From an optimization exercise on the open Yosys and OpenROAD flow, aimed at small area; shortcuts taken in it are not production practice. The RTL was checked by simulation tests, not by an equivalence proof against the original design. The clock port is modelled as an ideal driver; clocking choices that lean on that would not hold on a real chip. Power and IR drop assume default switching activity.

==> run D <==
// CODES
module CODES(
	input  clk,
	input  reset,
	input  enable,
	output available,
	input  [ADDR_WIDTH - 1:0] addr_in,
	input  [DATA_WIDTH - 1:0] data_in,
	input  [128:0] code,
	output genie_ovr,
	output [DATA_WIDTH - 1:0] genie_data
);
==> flow/config.mk <==
export PLATFORM = sky130hd
export DESIGN_NAME = CODES
export DESIGN_NICKNAME = CODES
export VERILOG_FILES = /design/flow/design.v
export SDC_FILE = /design/flow/constraint.sdc
export NUM_CORES = 4
export LEC_CHECK = 0
export CAP_MARGIN = 20
export CORE_MARGIN = 2
export CORE_UTILIZATION = 55
export SLEW_MARGIN = 20
export SYNTH_HIERARCHICAL = 1
==> flow/constraint.sdc <==
create_clock -name core_clock -period 10.0 [get_ports {clk}]
set_input_delay 2.0000 -clock core_clock [delete_from_list [all_inputs] [get_ports {clk}]]
set_output_delay 2.0000 -clock core_clock [all_outputs]
set_load 0.01 [all_outputs]
standard.sh (not shown) runs the stock make flow with config.mk's settings and CLKGATE_MAP_FILE= SYNTH_SCRIPT=/design/flow/synth_recipe.tcl, a recipe that flattens the netlist after the stock synthesis.
==> flow/flow/run.sh <==
#!/bin/bash
set -euo pipefail
HERE=$(pwd)
C=sky130_fd_sc_hd__clkbuf
export CTS_ARGS="-sink_clustering_enable -repair_clock_nets -dont_use_dummy_load -root_buf ${C}_16 -tree_buf ${C}_16 -sink_clustering_buffer ${C}_8 -buf_list {${C}_8 ${C}_16} -sink_clustering_size 20 -sink_clustering_max_diameter 60 -distance_between_buffers 100"
export POST_CTS_TCL="$HERE/flow/post_cts.tcl"
export FLOW_CLK_SLEW_LIM=0.09
bash standard.sh finish > "$HERE/flow_make.log" 2>&1
==> flow/flow/post_cts.tcl <==
# Upsize clock buffers whose sinks see a slow clock edge, then re-legalise.
set_propagated_clock [all_clocks]
estimate_parasitics -placement
proc my_sink_slew {c} {
  set z [get_pins -of_objects $c -filter "direction==output"]
  set net [get_nets -of_objects $z]
  set mx 0
  foreach p [get_pins -of_objects $net -filter "direction==input"] {
    set s [get_property $p slew_max]
    if {$s > $mx} { set mx $s }
  }
  return $mx
}
set lim $::env(FLOW_CLK_SLEW_LIM)
for {set it 0} {$it < 4} {incr it} {
  set n 0
  foreach c [get_cells clkbuf_*] {
    if {[my_sink_slew $c] > $lim} {
      set r [get_property $c ref_name]
      if {$r == "sky130_fd_sc_hd__clkbuf_4"} {
        replace_cell $c sky130_fd_sc_hd__clkbuf_8; incr n
      } elseif {$r == "sky130_fd_sc_hd__clkbuf_8"} {
        replace_cell $c sky130_fd_sc_hd__clkbuf_16; incr n
      }
    }
  }
  estimate_parasitics -placement
  puts "post_cts: pass $it upsized $n clock buffers"
  if {$n == 0} break
}
detailed_placement
check_placement -verbose
estimate_parasitics -placement
set mx 0
foreach p [get_pins -hierarchical */CLK] {
  set s [get_property $p slew_max]
  if {$s > $mx} { set mx $s }
}
puts "post_cts: max flip-flop clock slew $mx"
==> run C (differences from run D) <==
==> flow/design.v (replaced) <==
module CODES_ao22(
	input  t, n, k, q,
	output y
);
assign y = (t & n) | (k & q);
endmodule
module CODES(
	input  clk,
	input  reset,
	input  enable,
	output available,
	input  [ADDR_WIDTH - 1:0] addr_in,
	input  [DATA_WIDTH - 1:0] data_in,
	input  [128:0] code,
	output genie_ovr,
	output [DATA_WIDTH - 1:0] genie_data
);
parameter ADDR_WIDTH   = 24;
parameter DATA_WIDTH   = 8;
localparam MAX_CODES   = 32;
wire [ADDR_WIDTH-1:0] code_addr    = code[64+:ADDR_WIDTH];
wire [DATA_WIDTH-1:0] code_compare = code[32+:DATA_WIDTH];
wire [DATA_WIDTH-1:0] code_data    = code[0+:DATA_WIDTH];
wire                  code_comp_f  = code[96];
wire [ADDR_WIDTH-1:0] e_addr [MAX_CODES];
wire [DATA_WIDTH-1:0] e_cmp  [MAX_CODES];
wire [DATA_WIDTH-1:0] e_data [MAX_CODES];
wire                  e_cf   [MAX_CODES];
reg [5:0] count;
reg       code_change;
reg       zq;
assign available = |count;
wire [MAX_CODES-1:0] alloc_v;
genvar g;
generate
	for (g = 0; g < MAX_CODES; g = g + 1) begin : gv
		assign alloc_v[g] = (count > g);
	end
endgenerate
reg [MAX_CODES-1:0] dm;
always_comb begin
	for (int x = 0; x < MAX_CODES; x = x + 1)
		dm[x] = alloc_v[x] && (e_addr[x] == code_addr);
end
wire zhit      = (code_addr == 0) && !count[5];
wire found_dup = (|dm) || zhit;
wire load      = code[128] && !code_change;
wire alloc     = load && !found_dup && !count[5];
reg [MAX_CODES-1:0] we;
always_comb begin
	for (int x = 0; x < MAX_CODES; x = x + 1)
		we[x] = load && (dm[x] || (!found_dup && !count[5] && count[4:0] == x));
	we[MAX_CODES-1] = we[MAX_CODES-1] || (load && zhit);
end
localparam EW = ADDR_WIDTH + 2*DATA_WIDTH + 1;
wire [EW-1:0] code_entry = {code_comp_f, code_addr, code_compare, code_data};
genvar g2;
generate
	for (g2 = 0; g2 < MAX_CODES; g2 = g2 + 1) begin : ge
		wire t = we[g2];
		wire k = !we[g2];
		reg  [EW-1:0] r;
		wire [EW-1:0] d;
		genvar b;
		for (b = 0; b < EW; b = b + 1) begin : gb
			CODES_ao22 u (.t(t), .n(code_entry[b]), .k(k), .q(r[b]), .y(d[b]));
		end
		always_ff @(posedge clk)
			r <= d;
		assign {e_cf[g2], e_addr[g2], e_cmp[g2], e_data[g2]} = r;
	end
endgenerate
always_ff @(posedge clk) begin
	if (reset) begin
		count       <= 0;
		code_change <= 0;
		zq          <= 0;
	end else begin
		code_change <= code[128];
		if (alloc) count <= count + 1'b1;
		if (load && zhit) zq <= 1;
	end
end
reg [MAX_CODES-1:0] m;
always_comb begin
	for (int x = 0; x < MAX_CODES; x = x + 1)
		m[x] = alloc_v[x] && (e_addr[x] == addr_in);
	m[MAX_CODES-1] = (alloc_v[MAX_CODES-1] || zq) && (e_addr[MAX_CODES-1] == addr_in);
end
reg [DATA_WIDTH-1:0] s_cmp, s_data;
reg                  s_cf;
always_comb begin
	s_cmp  = '0;
	s_data = '0;
	s_cf   = 0;
	for (int x = 0; x < MAX_CODES; x = x + 1) begin
		s_cmp  = s_cmp  | ({DATA_WIDTH{m[x]}} & e_cmp[x]);
		s_data = s_data | ({DATA_WIDTH{m[x]}} & e_data[x]);
		s_cf   = s_cf   | (m[x] & e_cf[x]);
	end
end
assign genie_ovr  = enable && (|m) && (!s_cf || s_cmp == data_in);
assign genie_data = s_data & {DATA_WIDTH{genie_ovr}};
endmodule
==> impl_results.rst <==
.. list-table::
   :header-rows: 1

   * - Metric
     - Value
   * - Largest register FFs
     - 768
   * - Buffer count excluding the clock tree in the final layout
     - 377
   * - Share of power burned in registers
     - 54.8%
   * - Power consumption
     - 10.7 mW
   * - Most numerous cell types in the synthesized netlist
     - dfxtp_1 (1320), a222oi_1 (1194), inv_1 (821)
   * - GR Layer Usage met2
     - 68.5%
   * - Final cell utilization of the core
     - 62.6%
   * - Setup violation total in the final timing report
     - 2
   * - Clock group power
     - 3.37 mW
   * - Met3 demand-to-capacity share in global routing
     - 16.6%
   * - Checks that blocked a clean result
     - setup timing
   * - Worst slew margin
     - 18.7%
   * - Smallest setup slack after layout
     - -0.0639 ns
   * - Result of the run
     - complete, but fails checks
   * - Critical path's most frequent cell
     - nand4_1
   * - Leading cell types by total area after synthesis
     - dfxtp_1 (47%), a222oi_1 (21%), o22ai_1 (8.6%)
   * - Reg2reg path depth
     - 8
The numbers above come from run D.

==> impl_results.rst <==
.. list-table::
   :header-rows: 1

   * - Metric
     - Value
   * - Result of the run
     - timing/DRC/antenna clean
   * - Reg2reg path depth
     - 13
   * - Most numerous cell types in the synthesized netlist
     - a22o_1 (1352), dfxtp_1 (1320), xnor2_1 (995)
   * - Share of power burned in registers
     - 52.9%
   * - Setup violation total in the final timing report
     - 0
   * - Power consumption
     - 11.2 mW
   * - Critical path's most frequent cell
     - buf_4
   * - Buffer count excluding the clock tree in the final layout
     - 358
   * - Final cell utilization of the core
     - 61.0%
   * - Highest-count cells in the layout ignoring fill and taps
     - a22o_1 (1352), dfxtp_1 (1320), xnor2_1 (995)
   * - Smallest setup slack after layout
     - 1.14 ns
   * - GR Layer Usage met2
     - 66.8%
   * - Inverters, non-clock
     - 21
   * - Clock group power
     - 3.72 mW
The numbers above come from run C.

[separate check: timing with driven ports]
Ports are ideal in the flow. The routed layouts listed here were re-timed in OpenROAD. Step 1 sets driving cells, clkbuf_16 on the clock port and buf_2 on the other inputs (assumed; they add their load-dependent delay and slew). Step 2 also shifts input and output timing later by t, the mid clock arrival at the registers, as if the neighbouring blocks saw the same clock. a / b / c = ideal / step 1 / step 2; a / b = the first two.
run	t, ns	slack for setup (ns)	worst setup path at the end	clock arrival spread, ns	pins driven straight from the clock port
run D	0.820	-0.064 / -0.090 / -0.090	input to output	0.089 / 0.089	1
run C	0.865	1.138 / 1.112 / 1.112	input to output	0.057 / 0.057	1
